What follows belongs to an exercise in optimizing a design on an open flow for small area, a short achievable clock period and few clock cycles; a production flow would make more cautious choices.
Where RTL was checked, it was by simulation tests only, not by an equivalence proof against the original.

## build 29
Design betterNeighborsInMyCluster, start of the top module:
module betterNeighborsInMyCluster(clock, nrst, start, address, wr_en, data_in, MY_CLUSTER_ID, mybest, besthop, bestvalue, bestneighborID, nextsinks, data_out, done);
Size in the first run: roughly 1400 cells after synthesis, ~150 I/O pins, roughly 14000 sq um of cells after synthesis.
clock: 11.0 ns
lec_check: 0
cap_margin: 20
core_margin: 2
core_utilization: 40
slew_margin: 20
standard.sh (not shown) runs the stock make flow with config.mk's settings and CLKGATE_MAP_FILE= SYNTH_SCRIPT=/design/flow/synth_recipe.tcl, a recipe that flattens the netlist after the stock synthesis.
==> flow/flow/run.sh <==
#!/bin/bash
# The standard layout; timing repair aims at a tighter setup margin and the port buffers
# are plain buffers. The make output goes to flow_make.log, each ORFS step to its own log under orfs/logs.
set -o pipefail
bash standard.sh SETUP_SLACK_MARGIN=7.5 "BUFFER_PORTS_ARGS=-buffer_cell sky130_fd_sc_hd__buf_2" "CTS_BUF_LIST=sky130_fd_sc_hd__clkbuf_4 sky130_fd_sc_hd__clkbuf_8" finish 2>&1 | tee flow_make.log
[inputs] build 90 vs build 29
--- a/flow/design.v
+++ b/flow/design.v
@@ -72,38 +72,18 @@
 				for (i = 0; i < 16; i = i + 1)
 					if ((i >> l) & 1) begin
 						q = ((i >> l) << l) - 1;
 						G2[i] = G[i] | (P[i] & G[q]);
 						P2[i] = P[i] & P[q];
 					end
 				G = G2; P = P2;
 			end
 			add16 = p ^ {G[14:0], ci};
-		end
-	endfunction
-	function cout13;
-		input [12:0] a, b;
-		input ci;
-		reg [13:0] g, p, G, P;
-		integer i, l;
-		begin
-			g = {a & b, ci};
-			p = {a ^ b, 1'b0};
-			for (l = 1; l < 16; l = l * 2) begin
-				G = g; P = p;
-				for (i = 0; i < 14; i = i + 1)
-					if (i >= l) begin
-						G[i] = g[i] | (p[i] & g[i-l]);
-						P[i] = p[i] & p[i-l];
-					end
-				g = G; p = P;
-			end
-			cout13 = g[13];
 		end
 	endfunction
 	function [10:0] tab;
 		input [1:0] t;
 		input [6:0] q;
 		tab = {2'b00, {2'b00, q[6]} + {1'b0, t}, q[5:0]};
 	endfunction
 	wire eq = (data_in == MY_CLUSTER_ID);
 	wire better = ~lt16(mybest, data_in);
@@ -141,23 +121,18 @@
 	wire [19:0] t1 = r1 ^ r2 ^ r3;
 	wire [19:0] d1 = {((r1 & r2) | (r1 & r3) | (r2 & r3)), 1'b0};
 	wire [19:0] s2 = s1 ^ c1 ^ t1;
 	wire [19:0] c2 = {((s1 & c1) | (s1 & t1) | (c1 & t1)), 1'b0};
 	wire [19:0] s3 = s2 ^ c2 ^ d1;
 	wire [19:0] c3 = {((s2 & c2) | (s2 & d1) | (c2 & d1)), 1'b0};
 	wire [4:0] mlow = {1'b0, s3[3:0]} + {1'b0, c3[3:0]};
 	wire [15:0] afin = add16(acc, accc, mci);
 	wire [15:0] mval = {afin[12:0], sr[15:13]};
-	wire [12:0] bhn = ~bval[15:3];
-	wire ltlo = (sr[15:13] < bval[2:0]);
-	wire [12:0] zs = acc[12:0] ^ accc[12:0] ^ bhn;
-	wire [13:0] zc = {((acc[12:0] & accc[12:0]) | (acc[12:0] & bhn) | (accc[12:0] & bhn)), mci};
-	wire mlt = ~(zc[13] ^ cout13(zs, zc[12:0], ~ltlo) ^ cout13(acc[12:0], accc[12:0], mci));
 	wire mfree = (mph == 3'd0);
 	wire plastf = (p == plast);
 	wire first = (p == P0);
 	wire jend = (jp == jlast);
 	wire [6:0] pinc = p + 7'd1;
 	wire [6:0] pdec = p - 7'd1;
 	wire [6:0] mcur = p - P0;
 	reg [NS-1:0] tn, fn;
 	reg [10:0] ta, fa;
@@ -266,19 +241,19 @@
 			accc <= 16'd0;
 			mci <= 1'b0;
 			sr <= qreg;
 		end else begin
 			acc <= s3[19:4];
 			accc <= c3[19:4];
 			mci <= mlow[4];
 			sr <= {mlow[3:0], sr[15:4]};
 		end
-		if (mph == 3'd5 && mlt) begin
+		if (mph == 3'd5 && lt16(mval, bval)) begin
 			bval <= mval;
 			hop <= mh;
 		end
 		if (st[BW] & mfree) mh <= cp - C0;
 	end
 	assign address = {4'd0, waddr, 1'b0};
 	assign wr_en = wr_en_r;
 	assign data_out = {9'd0, mh};
 	assign done = done_r;
==> comparison <==
- Build 90 finished end to end and its layout was clean on timing, DRC and antenna.
- Looking at build 90 and build 29, the area used by sequential logic in the layout is a wash.
- Min post-CTS repair timing setup buffer count across build 90 and build 29: build 29
- Top achievable clock speed, build 90 vs build 29: up by a few percent
- The number of buffers outside the clock class in the layout in build 90 sits 9 above the value recorded for build 29.
- Taking build 90 over build 29, the maximum number of pins on one net before global-route repair ratio works out to 1.4.
- Compared with build 29, in build 90 post-route cell area now sits lower; die area shrank by about 4%; sequential share of layout area shows an increase of 0.77 points.
- Build 90 ends up with a global-route usage that is 0.15 points lower than in build 29.
- Comparing relative area change from synthesis to final layout for build 90 and build 29, the smaller number came from build 29.
Testbench counts of build 90, summed over its fixed seeds: cycles 49,321.
Function not checked in build 29: the RTL went through the layout flow alone.

==> port drivers added, routing unchanged <==
How much do the figures lean on ideal ports? The routed layouts below were timed once more, with nothing changed but the port constraints. Step 1 (the two cells are an assumption about what drives the block):
set clk [get_ports {clock}]
set_driving_cell -lib_cell sky130_fd_sc_hd__clkbuf_16 $clk
set_driving_cell -lib_cell sky130_fd_sc_hd__buf_2 [delete_from_list [all_inputs] $clk]
Step 2 also shifts input and output timing later by t, the mid clock arrival at the registers, as if the neighbouring blocks saw the same clock. Slacks: ideal ports / drivers / drivers and shift; pairs: ideal ports / drivers.
run | t (ns) | setup slack, ns | clock arrival spread, ns
build 29 | 0.580 | 6.883 / 6.858 / 6.279 | 0.040 / 0.039
build 90 | 0.593 | 7.058 / 7.037 / 6.444 | 0.026 / 0.026
After both steps setup and hold are still met in every run listed. The setup slack of build 90, which loses most, moves by -0.021 ns with the drivers and by -0.614 ns with both steps.
